From an optimization exercise on the open Yosys and OpenROAD flow, aimed at small area; shortcuts taken in it are not production practice. Function was checked by simulation only, so behaviour that the tests miss may differ from the original.

== main ==
Design bop_it, start of the top module:
module bop_it(
	input clk,
	input rst,
	input [7:0] sw,
	input [4:0] btns,
	output [7:0] leds,
	output [6:0] ssd_digit,
	output [3:0] ssd_select
	);
localparam S_INIT = 3'd0, S_IDLE = 3'd1, S_LVL = 3'd2, S_LOSE = 3'd3,
           S_RNG = 3'd4, S_CHK = 3'd5, S_DLVL = 3'd6, S_WIN = 3'd7;
localparam D_BLANK = 3'd0, D_LET = 3'd1, D_LUL = 3'd2, D_DASH = 3'd4, D_SCORE = 3'd5;
reg [5:0] e;
reg [2:0] state;
reg [7:0] cnt;
reg [2:0] dm;
reg [12:0] move;
reg [7:0] sw_prev;
reg [4:0] btn_press;
reg corr;
reg [2:0] pa;      
reg [3:0] pb;      
reg [31:0] R;
reg flag;
reg [32:0] ring;
wire tick = &e;
wire [1:0] idx = {e[5] ^ e[4], ~e[4]};
wire st_rng = (state == S_RNG);
wire st_chk = (state == S_CHK);
wire [6:0] ce;
assign ce[0] = 1'b1;
genvar gi;
generate for (gi = 1; gi < 7; gi = gi + 1) begin : g_ce
	assign ce[gi] = ce[gi-1] & e[gi-1];
end endgenerate
wire [5:0] e_inc = e ^ ce[5:0];
wire [8:0] cc;
assign cc[0] = tick;
generate for (gi = 1; gi < 9; gi = gi + 1) begin : g_cc
	assign cc[gi] = cc[gi-1] & cnt[gi-1];
end endgenerate
wire [7:0] cnt_inc = cnt ^ cc[7:0];
reg [2:0] lvr;
always @(*) begin
	case (pa)
	3'd0: lvr = {2'b00, pb[3]};
	3'd1: lvr = (pb[3] | (pb[2] & pb[1])) ? 3'd2 : 3'd1;
	3'd2: lvr = (pb[3] | pb[2]) ? 3'd3 : 3'd2;
	3'd3: lvr = (pb[3] | pb[2] | pb[1]) ? 3'd4 : 3'd3;
	3'd4: lvr = pb[3] ? 3'd6 : 3'd5;
	3'd5: lvr = (pb[3] | (pb[2] & pb[1])) ? 3'd7 : 3'd6;
	default: lvr = 3'd7;
	endcase
end
wire l7 = pb[0] & (pa[0] ^ pb[1]) & (pa[1] ^ pb[2] ^ (pa[0] & pb[1]));
wire is64 = pa[2] & pa[1] & pb[2];
wire newgame = st_rng & dm[2];
wire ng = ~newgame;
wire m9 = ng & (lvr == 3'd2 || lvr == 3'd3 || lvr == 3'd4);
wire m13 = ng & (lvr[2] & (lvr[1] | lvr[0]));
wire n2 = ng & (lvr != 3'd0);
wire n3 = ng & (lvr[2] | (lvr[1] & lvr[0]));
wire n4 = ng & (lvr[2] & lvr[1]);
wire g3 = lvr[2] & ~lvr[1];
wire g2 = lvr[2] & lvr[1];
wire [7:0] bar = {&lvr, lvr[2] & lvr[1], lvr[2] & (lvr[1] | lvr[0]), lvr[2],
                  lvr[2] | (lvr[1] & lvr[0]), lvr[2] | lvr[1], |lvr, 1'b1};
wire en = st_rng & ~cnt[5] & (dm != D_LUL);
wire fb = R[31] ^ R[21] ^ R[1] ^ R[0];
wire [16:0] cr;
assign cr[0] = ~en;
generate for (gi = 1; gi < 17; gi = gi + 1) begin : g_cr
	assign cr[gi] = cr[gi-1] & R[gi-1];
end endgenerate
  ...
For scale: roughly 120 flip-flops, ~34 I/O pins, ~5400 um2 of cells after synthesis.
Settings: LEC_CHECK=0, ABC_AREA=1, CAP_MARGIN=20, CORE_MARGIN=2, CORE_UTILIZATION=40, SLEW_MARGIN=20; clock period 80.0 ns.
standard.sh (not shown) runs the stock make flow with config.mk's settings and CLKGATE_MAP_FILE= SYNTH_SCRIPT=/design/flow/synth_recipe.tcl, a recipe that flattens the netlist after the stock synthesis.
==> flow/flow/run.sh <==
#!/bin/bash
# The standard ORFS layout (standard.sh), with three changes that only affect area:
#  * ABC restructures the combinational logic with &deepsyn and maps it for
#    area only (no buffering or upsizing; the clock period is 80 ns), from a
#    copy of ORFS's scripts folder;
#  * port buffers are sky130_fd_sc_hd__buf_1;
#  * CTS uses clkbuf_4 buffers and no dummy loads.
# Registers are untouched: synthesis is synth_recipe.tcl / ORFS synth.tcl up to
# the same dfflibmap, only the ABC script differs.
set -euo pipefail
cp -r "$FLOW_HOME/scripts" ./scripts_area
printf 'strash\n&get -n\n&st\n&deepsyn -T 30\n&put\ndch -f\namap\ntopo\nstime -c\n' > ./scripts_area/abc_area.script
export BUFFER_PORTS_ARGS="-buffer_cell sky130_fd_sc_hd__buf_1"
export CTS_ARGS="-sink_clustering_enable -repair_clock_nets -buf_list sky130_fd_sc_hd__clkbuf_4 -root_buf sky130_fd_sc_hd__clkbuf_4 -dont_use_dummy_load"
bash standard.sh SCRIPTS_DIR="$PWD/scripts_area" finish > standard.log 2>&1
## Diff of input files: the feature branch against main
--- a/flow/design.v
+++ b/flow/design.v
@@ -70,22 +70,30 @@
 wire fb = R[31] ^ R[21] ^ R[1] ^ R[0];
 wire [16:0] cr;
 assign cr[0] = ~en;
 generate for (gi = 1; gi < 17; gi = gi + 1) begin : g_cr
 	assign cr[gi] = cr[gi-1] & R[gi-1];
 end endgenerate
 wire [15:0] r_inc = (R[15:0] ^ cr[15:0]) | {15'd0, cr[16]};
 wire sample = en ? R[0] : R[31];
 wire [3:0] acc = btn_press[3:0];
-wire [4:0] h2 = {acc, ring[32]};
-wire [4:0] hm = {1'b0, m9 | m13, ~m9, 1'b0, 1'b1};    
-wire [5:0] hd = {1'b0, h2} - {1'b0, hm};
-wire [3:0] hn = hd[5] ? h2[3:0] : hd[3:0];
+wire hb = ring[32];
+wire [3:0] hs;
+assign hs[0] = acc[0] ^ hb;
+assign hs[1] = acc[1] ^ (acc[0] & hb);
+assign hs[2] = acc[2] ^ (acc[1] & acc[0] & hb);
+assign hs[3] = acc[3] | (acc[2] & acc[1] & acc[0] & hb);
+wire ge3 = hs[3] | hs[2] | (hs[1] & hs[0]);
+wire ge5 = hs[3] | (hs[2] & (hs[1] | hs[0]));
+wire ge7 = hs[3] | (hs[2] & hs[1] & hs[0]);
+wire hwrap = m13 ? ge7 : m9 ? ge5 : ge3;
+wire [2:0] hd = m13 ? hs[2:0] + 3'd1 : m9 ? hs[2:0] - 3'd5 : hs[2:0] - 3'd3;
+wire [3:0] hn = {hwrap ? hd : acc[2:0], hb ^ hwrap};
 wire c32 = cnt[5] & ~cnt[2] & ~cnt[1] & ~cnt[0];
 wire c33 = cnt[5] & ~cnt[1] & cnt[0];
 wire hwin = st_rng & ((c32 & e[5]) | (c33 & ~e[5])) & ~e[0];
 wire cap = st_rng & ((c32 & (e == 6'd63) & n4) |
                      (c33 & ((e == 6'd31) | (e == 6'd23 & n2) | (e == 6'd15 & n3))));
 wire fin = g2 ? &cnt[4:0] : g3 ? (cnt[5] & cnt[3] & cnt[2] & cnt[1]) : &cnt[5:1];
 wire half = g2 ? (~cnt[4] & (&cnt[3:0])) :
             g3 ? (~cnt[5] & cnt[4] & ~cnt[3] & (&cnt[2:0])) : (~cnt[5] & (&cnt[4:0]));
 wire bwin = ~fin | (g2 ? ~(e[5] | e[4]) : g3 ? ~(e[5] & e[4] & e[3]) : ~e[5]);
@@ -212,31 +220,19 @@
 wire [1:0] lc3 = {lc2[1] | (lc2[0] & move[2]), lc2[0] ^ move[2]};
 wire [1:0] lc4 = {lc3[1] ^ (lc3[0] & move[3]), lc3[0] ^ move[3]};
 wire sC = move[0] & (lk == 2'd0);
 wire sU = move[1] & (lk == {1'b0, move[0]});
 wire sL = move[2] & (lk == lc2);
 wire sD = move[3] & (lk == lc3);
 wire sR = move[4] & (lk == lc4);
 wire [6:0] let_seg = {sC | sD | sR, sL, sC | sU | sL | sD | sR, sC | sU | sL | sD, sU | sD, sD, 1'b0};
 wire lul = (dm == D_LUL);
-reg [3:0] lvp;
-always @(*) begin
-	case (pa)
-	3'd0: lvp = pb[3] ? 4'd2 : 4'd1;
-	3'd1: lvp = (pb[3] | (pb[2] & pb[1])) ? 4'd3 : 4'd2;
-	3'd2: lvp = (pb[3] | pb[2]) ? 4'd4 : 4'd3;
-	3'd3: lvp = (pb[3] | pb[2] | pb[1]) ? 4'd5 : 4'd4;
-	3'd4: lvp = pb[3] ? 4'd7 : 4'd6;
-	3'd5: lvp = (pb[3] | (pb[2] & pb[1])) ? 4'd8 : 4'd7;
-	default: lvp = 4'd8;
-	endcase
-end
-wire [3:0] dval = lul ? lvp : idx[0] ? {1'b0, pa} : pb;
+wire [3:0] dval = lul ? {1'b0, lvr} + 4'd1 : idx[0] ? {1'b0, pa} : pb;
 wire [6:0] dsg = dseg(dval);
 reg [6:0] seg;
 always @(*) begin
 	case (dm)
 	D_LET: seg = let_seg;
 	D_LUL: seg = (idx == 2'd0) ? dsg : (idx == 2'd2) ? G_U : G_L;
 	D_DASH: seg = G_DASH;
 	D_SCORE: seg = idx[1] ? 7'd0 : dsg;
 	default: seg = 7'd0;
--- outcome ---
Going from main to the feature branch, critical path depth shows an increase of 7; number of unique standard cell types used by synthesis shows a reduction of 1; final worst-path setup slack shows a reduction of 870 ps; synthesized area per cell shows an increase of 2.1%. main → the feature branch: summed area of non-filler cells in the final layout went up; final standard cell utilization of the core higher; maximum fanout along the worst path went down 5; compound-cell area share of the yosys netlist now larger; clock network area share ~0 delta. The global-route wire length before repair of the feature branch was superior to that of main. On synthesized cell count, main tracks the feature branch almost exactly. Diff the feature branch..main | signed area change from the synthesized netlist to the final layout | negligible.

-- static timing again, ports no longer ideal --
How much do the figures lean on ideal ports? The routed layouts below were timed once more, with nothing changed but the port constraints. Step 1: set_driving_cell puts a clkbuf_16 on clk and a buf_2 on each other input, an assumption about the parent block. Step 2 adds t to the input delays and takes it off the output delays; t is the mean of the earliest and latest rising clock arrival at the registers after step 1. Input paths then give back, and output paths get back, about the clock's delay inside the block. Slacks: no drivers / after step 1 / after step 2; pairs: no drivers / after step 1.
| run | shift t [ns] | slack for setup (ns) | clock arrival spread, ns | worst data-port slew with drivers (ns) |
|---|---|---|---|---|
| main | 0.520 | 60.129 / 60.094 / 60.614 | 0.045 / 0.045 | 0.03 |
| the feature branch | 0.532 | 59.258 / 59.226 / 59.757 | 0.037 / 0.037 | 0.03 |
After both steps setup and hold are still met in every run listed.
